From an optimization exercise on the open Yosys and OpenROAD flow, aimed at small area, a short achievable clock period and few clock cycles; shortcuts taken in it are not production practice.
Function was checked by simulation only, so behaviour that the tests miss may differ from the original.
No activity file was given, so power comes from the tool's default toggle rates.

==> juniper <==
// filter
module filter (
	input wire clk,
	input wire rst_n,
	input wire fc_valid,
	input wire [7:0] working_pixel,
	input signed [7:0] fc,
	input wire start,
	output reg [7:0] out_pixel,
	output reg out_valid,
	output wire [15:0] addr,
	output wire wen,
	output wire en,
	output wire [7:0] d
);
==> flow/config.mk <==
export PLATFORM = sky130hd
export DESIGN_NAME = filter
export DESIGN_NICKNAME = filter
export VERILOG_FILES = /design/flow/design.v
export SDC_FILE = /design/flow/constraint.sdc
export NUM_CORES = 4
export LEC_CHECK = 0
export ABC_CLOCK_PERIOD_IN_PS = 3000
export CAP_MARGIN = 20
export CORE_MARGIN = 2
export CORE_UTILIZATION = 60
export PLACE_DENSITY = 0.7
export SLEW_MARGIN = 20
export SYNTH_HIERARCHICAL = 1
export SYNTH_MINIMUM_KEEP_SIZE = 0
==> flow/constraint.sdc <==
create_clock -name core_clock -period 10.0 [get_ports {clk}]
set_input_delay 2.0000 -clock core_clock [delete_from_list [all_inputs] [get_ports {clk}]]
set_output_delay 2.0000 -clock core_clock [all_outputs]
set_load 0.01 [all_outputs]
standard.sh (not shown) runs the stock make flow with config.mk's settings and CLKGATE_MAP_FILE= SYNTH_SCRIPT=/design/flow/synth_recipe.tcl, a recipe that flattens the netlist after the stock synthesis.
==> flow/flow/run.sh <==
#!/bin/bash
# The standard layout (standard.sh), with timing repair asked to leave 6.95 ns of
# setup slack at the design's clock period, and larger clock-tree clusters.
set -euo pipefail
bash standard.sh SETUP_SLACK_MARGIN=6.95 \
  "CTS_ARGS=-sink_clustering_enable -repair_clock_nets -sink_clustering_size 25 -sink_clustering_max_diameter 100 -sink_buffer_max_cap_derate 1.0 -buf_list sky130_fd_sc_hd__clkbuf_16" \
  finish > flow_make.log 2>&1
==> inputs of yarrow, as changes to juniper <==
==> flow/flow/run.sh (replaced) <==
#!/bin/bash
# The standard layout (standard.sh), with timing repair asked to leave 6.8 ns of
# setup slack at the design's clock period, and larger clock-tree clusters.
set -euo pipefail
bash standard.sh SETUP_SLACK_MARGIN=6.8 \
  "CTS_ARGS=-sink_clustering_enable -repair_clock_nets -sink_clustering_size 25 -sink_clustering_max_diameter 100 -sink_buffer_max_cap_derate 1.0 -buf_list sky130_fd_sc_hd__clkbuf_16" \
  finish > flow_make.log 2>&1
==> summary of the runs <==
Against yarrow, the maximum frequency of juniper is larger by about 5%. Register-to-register slack: yarrow is lower than juniper (130 ps). Flip-flop and latch count is the same in yarrow and juniper. Combinational power is about the same in juniper and yarrow. Of yarrow and juniper, juniper has the higher cell area (gap 3.3%, measured against juniper). In sequential power, juniper and yarrow hardly differ.
Testbench counts of juniper, summed over its fixed seeds: cycles 1,981,686.
Testbench counts of yarrow, summed over its fixed seeds: cycles 1,981,686.

==> job 786: inputs <==
filter again, from the RTL that the note above started with.
==> flow/config.mk <==
export PLATFORM = sky130hd
export DESIGN_NAME = filter
export DESIGN_NICKNAME = filter
export VERILOG_FILES = /design/flow/design.v
export SDC_FILE = /design/flow/constraint.sdc
export NUM_CORES = 4
export LEC_CHECK = 0
export ABC_AREA = 1
export CAP_MARGIN = 20
export CORE_MARGIN = 2
export CORE_UTILIZATION = 60
export PLACE_DENSITY = 0.7
export SLEW_MARGIN = 20
export SYNTH_HIERARCHICAL = 1
export SYNTH_MINIMUM_KEEP_SIZE = 0
==> flow/constraint.sdc <==
create_clock -name core_clock -period 10.0 [get_ports {clk}]
set_input_delay 2.0000 -clock core_clock [delete_from_list [all_inputs] [get_ports {clk}]]
set_output_delay 2.0000 -clock core_clock [all_outputs]
set_load 0.01 [all_outputs]
==> flow/flow/run.sh <==
#!/bin/bash
# The standard layout (standard.sh), with timing repair asked to leave 6.9 ns of
# setup slack at the design's clock period, and larger clock-tree clusters.
set -euo pipefail
bash standard.sh SETUP_SLACK_MARGIN=6.9 \
  "CTS_ARGS=-sink_clustering_enable -repair_clock_nets -sink_clustering_size 25 -sink_clustering_max_diameter 100 -sink_buffer_max_cap_derate 1.0 -buf_list sky130_fd_sc_hd__clkbuf_16" \
  finish > flow_make.log 2>&1
==> inputs of job 8084, as changes to job 786 <==
--- a/flow/config.mk
+++ b/flow/config.mk
@@ -5,7 +5,7 @@
 export SDC_FILE = /design/flow/constraint.sdc
 export NUM_CORES = 4
 export LEC_CHECK = 0
-export ABC_AREA = 1
+export ABC_CLOCK_PERIOD_IN_PS = 3000
 export CAP_MARGIN = 20
 export CORE_MARGIN = 2
 export CORE_UTILIZATION = 60
==> inputs of job 8989, as changes to job 786 <==
==> flow/config.mk (replaced) <==
export PLATFORM = sky130hd
export DESIGN_NAME = filter
export DESIGN_NICKNAME = filter
export VERILOG_FILES = /design/flow/design.v
export SDC_FILE = /design/flow/constraint.sdc
export NUM_CORES = 4
export LEC_CHECK = 0
export ABC_CLOCK_PERIOD_IN_PS = 3000
export CAP_MARGIN = 20
export CORE_MARGIN = 2
export CORE_UTILIZATION = 50
export PLACE_DENSITY = 0.6
export SLEW_MARGIN = 20
export SYNTH_HIERARCHICAL = 1
export SYNTH_MINIMUM_KEEP_SIZE = 0
==> impl_metrics.py <==
metrics = {
    "run_status": {
        "status": "finished clean",
    },
    "drt": {
        "wl_mm": 47.4,
    },
    "final_layout": {
        "nets": 2001,
        "nNonClkBuffers": 88,
    },
    "worst_setup_path": {
        "max_stage_delay_ps": 320,
    },
    "global_route": {
        "grt_pass1_vias": 13600,
        "grt_use_met3_pct": 2.32,
    },
    "yosys": {
        "netlist_area_sq_um": 21100,
        "synthMuxAreaShare_pct": 16.4,
        "synth_cells": 1780,
    },
    "pwr": {
        "p_seq_uw": 2760,
    },
}
[end of results for job 8989]
==> impl_metrics.py <==
metrics = {
    "yosys": {
        "synthMuxAreaShare_pct": 0,
        "synth_compound_area_share_pct": 12.1,
        "netlist_area_sq_um": 20900,
        "synth_cells": 2383,
    },
    "global_route": {
        "grt_use_met3_pct": 5.32,
        "grt_start_max_net_pins": 126,
        "grt_pass1_vias": 15700,
    },
    "worst_setup_path": {
        "cp_slowest_cell": "fa_1",
        "crit_start": "one[2]$_DFF_P_",
        "max_stage_delay_ps": 470,
    },
    "pwr": {
        "p_seq_uw": 2020,
        "powerDensity_nw_per_um2": 190,
    },
    "clock_network": {
        "holdBufCountCts": 0,
        "cts_resized": 180,
    },
    "drt": {
        "wl_mm": 53.0,
    },
    "final_layout": {
        "nets": 2661,
        "nNonClkBuffers": 120,
    },
    "run_status": {
        "status": "finished clean",
    },
}
[end of results for job 786]
==> impl_metrics.py <==
metrics = {
    "run_status": {
        "status": "finished clean",
    },
    "yosys": {
        "synthMuxAreaShare_pct": 16.4,
        "netlist_area_sq_um": 21100,
    },
    "worst_setup_path": {
        "max_stage_delay_ps": 320,
        "cp_slowest_cell": "dfxtp_1",
    },
    "die": {
        "die_area_sq_um": 36700,
    },
    "drt": {
        "ant_nets": 0,
        "drt-wirelength-per-cell_um": 21.0,
    },
    "global_route": {
        "grt_pass1_vias": 13600,
    },
    "final_layout": {
        "nets": 2002,
        "nNonClkBuffers": 90,
    },
    "pwr": {
        "p_seq_uw": 2750,
    },
}
[end of results for job 8084]
Testbench counts of job 786, summed over its fixed seeds: cycles 1,981,686.
Testbench counts of job 8084, summed over its fixed seeds: cycles 1,981,686.
Testbench counts of job 8989, summed over its fixed seeds: cycles 1,981,686.

==> what the ideal ports hide <==
The flow's constraints put no driver on any port. The routed layouts listed below were extracted and timed again, unchanged, in two steps.
Step 1 (the two cells are an assumption about what drives the block):
set clk [get_ports {clk}]
set_driving_cell -lib_cell sky130_fd_sc_hd__clkbuf_16 $clk
set_driving_cell -lib_cell sky130_fd_sc_hd__buf_2 [delete_from_list [all_inputs] $clk]
Step 2 also shifts input and output timing later by t, the mid clock arrival at the registers, as if the neighbouring blocks saw the same clock.
Three values: ideal, step 1, step 2; two values: the first two.
run | shift t [ns] | slack for setup (ns) | worst setup path at the end
juniper | 0.585 | 6.984 / 6.929 / 6.453 | input to register
yarrow | 0.581 | 6.839 / 6.784 / 6.286 | input to register
job 786 | 0.595 | 6.883 / 6.883 / 6.471 | input to register
job 8084 | 0.577 | 6.936 / 6.885 / 6.446 | input to register
job 8989 | 0.593 | 6.934 / 6.880 / 6.462 | input to register
After both steps every run listed still meets setup and hold. For yarrow, which loses most, drivers alone change the setup slack by -0.055 ns; drivers and shift together by -0.553 ns.
